Context: an optimization exercise on an open-source flow, tuned for small area and few clock cycles per item. The choices shown serve that exercise and are no tape-out recipe. The RTL was checked by simulation tests, not by an equivalence proof against the original design.

## v52
Design mul_op, start of the top module:
module mul_op #(parameter INPUTS = 2,
		parameter OUTPUTS = 1,
		parameter DATA_IN_SIZE = 32,
		parameter DATA_OUT_SIZE = 32)
		(
		input clk,
		input rst,
		input [INPUTS * (DATA_IN_SIZE)- 1 : 0]data_in_bus,
		input [INPUTS - 1 : 0]valid_in_bus,
		output [INPUTS - 1 : 0] ready_in_bus,
		output [OUTPUTS * (DATA_OUT_SIZE) - 1 : 0]data_out_bus,
		output [OUTPUTS - 1 : 0]valid_out_bus,
		input 	[OUTPUTS - 1 : 0] ready_out_bus
);
For scale: roughly 1,100 cells after synthesis, about 100 I/O pins, about 11,000 µm² of cells after synthesis.
==> flow/config.mk <==
export PLATFORM = sky130hd
export DESIGN_NAME = mul_op
export DESIGN_NICKNAME = mul_op
export VERILOG_FILES = /design/flow/design.v
export SDC_FILE = /design/flow/constraint.sdc
export NUM_CORES = 4
export LEC_CHECK = 0
export ABC_AREA = 1
export CAP_MARGIN = 20
export CORE_MARGIN = 2
export CORE_UTILIZATION = 60
export CTS_BUF_LIST = sky130_fd_sc_hd__clkbuf_8
export GPL_TIMING_DRIVEN = 0
export PLACE_DENSITY = 0.75
export SLEW_MARGIN = 20
export SYNTH_HIERARCHICAL = 1
==> flow/constraint.sdc <==
create_clock -name core_clock -period 8.0 [get_ports {clk}]
set_input_delay 1.6000 -clock core_clock [delete_from_list [all_inputs] [get_ports {clk}]]
set_output_delay 1.6000 -clock core_clock [all_outputs]
set_load 0.01 [all_outputs]
standard.sh (not shown) runs the stock make flow with config.mk's settings and CLKGATE_MAP_FILE= SYNTH_SCRIPT=/design/flow/synth_recipe.tcl, a recipe that flattens the netlist after the stock synthesis.
==> flow/flow/run.sh <==
#!/bin/bash
# The standard layout (standard.sh) with three changes to how it is made:
#  - ABC's area script for the synthesis's technology mapping is flow/abc_area.script
#    (run from a copy of ORFS's scripts folder that differs only in that file);
#  - the port buffers are made from the smallest buffer cell, buf_1;
#  - clock tree synthesis uses clkbuf_8 for its root and tree buffers and adds no dummy loads.
# The synthesis is otherwise the standard one (synth_recipe.tcl), so the registers
# and their names are the standard synthesis's.
set -euo pipefail
cd "$(dirname "$0")/.."
W=$PWD
rm -rf "$W/scripts_abc"
cp -r "$FLOW_HOME/scripts" "$W/scripts_abc"
cp "$W/flow/abc_area.script" "$W/scripts_abc/abc_area.script"
diff -r "$FLOW_HOME/scripts" "$W/scripts_abc" > scripts_diff.log 2>&1 || true
bash standard.sh "SCRIPTS_DIR=$W/scripts_abc" 'BUFFER_PORTS_ARGS=-buffer_cell sky130_fd_sc_hd__buf_1' \
  'CTS_ARGS=-sink_clustering_enable -repair_clock_nets -root_buf sky130_fd_sc_hd__clkbuf_8 -buf_list sky130_fd_sc_hd__clkbuf_8 -dont_use_dummy_load' finish > standard_sh.log 2>&1 || { tail -50 standard_sh.log; exit 1; }
tail -5 standard_sh.log
ls -l out/final.def
==> flow/flow/abc_area.script <==
strash
dch
map -a
topo
v52: all stages complete, timing, DRC and antenna checks passed
Testbench counts of v52, summed over its fixed seeds: cycles 12,008, items 12,000.
--- input diff v52..v18 ---
- removing CTS_BUF_LIST (formerly sky130_fd_sc_hd__clkbuf_8)
- changing CORE_UTILIZATION from 60 to 40
- removing PLACE_DENSITY (formerly 0.75)
==> flow/run.sh (new file) <==
#!/bin/bash
# synth_recipe.tcl (not shown) runs the flow's synth.tcl, then flattens the netlist and writes it again
# the make line also repeats each setting of config.mk as NAME=value (left out here)
make -C /OpenROAD-flow-scripts/flow DESIGN_CONFIG=/design/flow/config.mk WORK_HOME=/design/flow/orfs CLKGATE_MAP_FILE= SYNTH_SCRIPT=/design/flow/synth_recipe.tcl finish
removed: flow/flow/run.sh
removed: flow/flow/abc_area.script
removed: flow/standard.sh
==> results.txt <==
The higher total wire length after detailed routing came out of v18.
The highest-delay cell along the critical path comes out sky130_fd_sc_hd__fa_1 in one run and sky130_fd_sc_hd__clkinv_1 in the other, namely in v18 and v52 respectively.
Compared with v52, in v18 met1 usage in global routing -9.7 points, biggest cell delay along the critical path -0.06 ns, fraction of the yosys area taken by sequential cells -0.79 points, setup slack of the critical path after layout -0.019 ns, clock-pin slew of the registers on the worst-case setup and hold paths -0.03 ns.
Vias after detailed routing (v18 vs. v52) increases by more than 10%
In v18 the total global routing track utilization turned out 7.8 points lower than in v52.
Relative to v18, the following input files were edited for v23:
- CORE_UTILIZATION now 75, was 40
- PLACE_DENSITY now 0.85, previously not set
==> flow/flow/run.sh (new file) <==
#!/bin/bash
# The standard layout (standard.sh) with three changes to how it is made:
#  - ABC's area script for the synthesis's technology mapping is flow/abc_area.script
#    (run from a copy of ORFS's scripts folder that differs only in that file);
#  - the port buffers are made from the smallest buffer cell, buf_1;
#  - clock tree synthesis uses clkbuf_8 for its root and tree buffers and adds no dummy loads.
# The synthesis is otherwise the standard one (synth_recipe.tcl), so the registers
# and their names are the standard synthesis's.
set -euo pipefail
cd "$(dirname "$0")/.."
W=$PWD
rm -rf "$W/scripts_abc"
cp -r "$FLOW_HOME/scripts" "$W/scripts_abc"
cp "$W/flow/abc_area.script" "$W/scripts_abc/abc_area.script"
diff -r "$FLOW_HOME/scripts" "$W/scripts_abc" > scripts_diff.log 2>&1 || true
bash standard.sh "SCRIPTS_DIR=$W/scripts_abc" 'BUFFER_PORTS_ARGS=-buffer_cell sky130_fd_sc_hd__buf_1' \
  'CTS_ARGS=-sink_clustering_enable -repair_clock_nets -root_buf sky130_fd_sc_hd__clkbuf_8 -buf_list sky130_fd_sc_hd__clkbuf_8 -dont_use_dummy_load' finish > standard_sh.log 2>&1 || { tail -50 standard_sh.log; exit 1; }
tail -5 standard_sh.log
ls -l out/final.def
==> flow/flow/abc_area.script (new file) <==
strash
dch
map -a
topo
==> flow/standard.sh (new file) <==
#!/bin/bash
# synth_recipe.tcl (not shown) runs the flow's synth.tcl, then flattens the netlist and writes it again
# the make line also repeats each setting of config.mk as NAME=value (left out here)
make -C /OpenROAD-flow-scripts/flow DESIGN_CONFIG=/design/flow/config.mk WORK_HOME=/design/flow/orfs CLKGATE_MAP_FILE= SYNTH_SCRIPT=/design/flow/synth_recipe.tcl "${@:-finish}"
removed: flow/run.sh
==> comparison <==
Compared to v18, v23 has area of the mapped netlist 1100 µm² lower.
v23 against v18: x dimension of the die moved down; setup slack decreased by 0.12 ns relative to the old numbers.
Side by side, total of clock buffers placed in the layout turned out lower in v23 than in v18.
The final reports for v23 and v18 show die outline height lower in the former.
In the tables for v18 and v23, met1 wire length reads lower with v23.
Here is what was changed in the inputs of v10 compared with v23.
- PLACE_DENSITY removed (was 0.85)
- GPL_TIMING_DRIVEN removed (was 0)
- CORE_UTILIZATION changed from 75 to 40
==> flow/flow/run.sh <==
#!/bin/bash
# The standard layout (standard.sh) with two changes to how it is made:
#  - ABC's area script for the synthesis's technology mapping is flow/abc_area.script
#    (run from a copy of ORFS's scripts folder that differs only in that file);
#  - the port buffers are made from the smallest buffer cell, buf_1.
# The synthesis is otherwise the standard one (synth_recipe.tcl), so the registers
# and their names are the standard synthesis's.
set -euo pipefail
cd "$(dirname "$0")/.."
W=$PWD
rm -rf "$W/scripts_abc"
cp -r "$FLOW_HOME/scripts" "$W/scripts_abc"
cp "$W/flow/abc_area.script" "$W/scripts_abc/abc_area.script"
diff -r "$FLOW_HOME/scripts" "$W/scripts_abc" > scripts_diff.log 2>&1 || true
bash standard.sh "SCRIPTS_DIR=$W/scripts_abc" 'BUFFER_PORTS_ARGS=-buffer_cell sky130_fd_sc_hd__buf_1' finish > standard_sh.log 2>&1 || { tail -50 standard_sh.log; exit 1; }
tail -5 standard_sh.log
ls -l out/final.def
==> flow/flow/abc_area.script <==
strash
dch
amap
topo
==> comparison <==
- From v23 to v10 the numbers moved as follows: critical path depth now sits higher; height of the chip +44 µm.
- Comparing the two runs side by side, v10 comes out ahead of v23 on setup slack.
- Number of antenna violations at the first check in global routing: v10 vs v23 — no meaningful difference

==> re-timing with driven ports <==
How much do the figures lean on ideal ports? The routed layouts below were timed once more, with nothing changed but the port constraints.
Step 1 (the two cells are an assumption about what drives the block):
set clk [get_ports {clk}]
set_driving_cell -lib_cell sky130_fd_sc_hd__clkbuf_16 $clk
set_driving_cell -lib_cell sky130_fd_sc_hd__buf_2 [delete_from_list [all_inputs] $clk]
Step 2 adds t to the input delays and takes it off the output delays; t is the mean of the earliest and latest rising clock arrival at the registers after step 1. Input paths then give back, and output paths get back, about the clock's delay inside the block.
Three values: no drivers, after step 1, after step 2; two values: the first two.
run	shift t [ns]	slack for setup (ns)	hold WS [ns]	worst register clock-pin slew, ns	cell pins on the clock port's net
v52	0.363	0.327 / 0.344 / -0.019	0.853 / 0.853 / 0.853	0.10 / 0.10	1
v18	0.336	0.308 / 0.332 / -0.004	1.048 / 1.048 / 1.048	0.05 / 0.05	1
v23	0.364	0.189 / 0.199 / -0.165	0.906 / 0.906 / 0.906	0.09 / 0.09	1
v10	0.344	0.431 / 0.456 / 0.113	0.669 / 0.669 / 0.669	0.06 / 0.06	1
With both steps, setup timing fails in v52, v18 and v23, where it was met with ideal ports. For v23, which loses most, drivers alone change the setup slack by +0.010 ns; drivers and shift together by -0.354 ns.
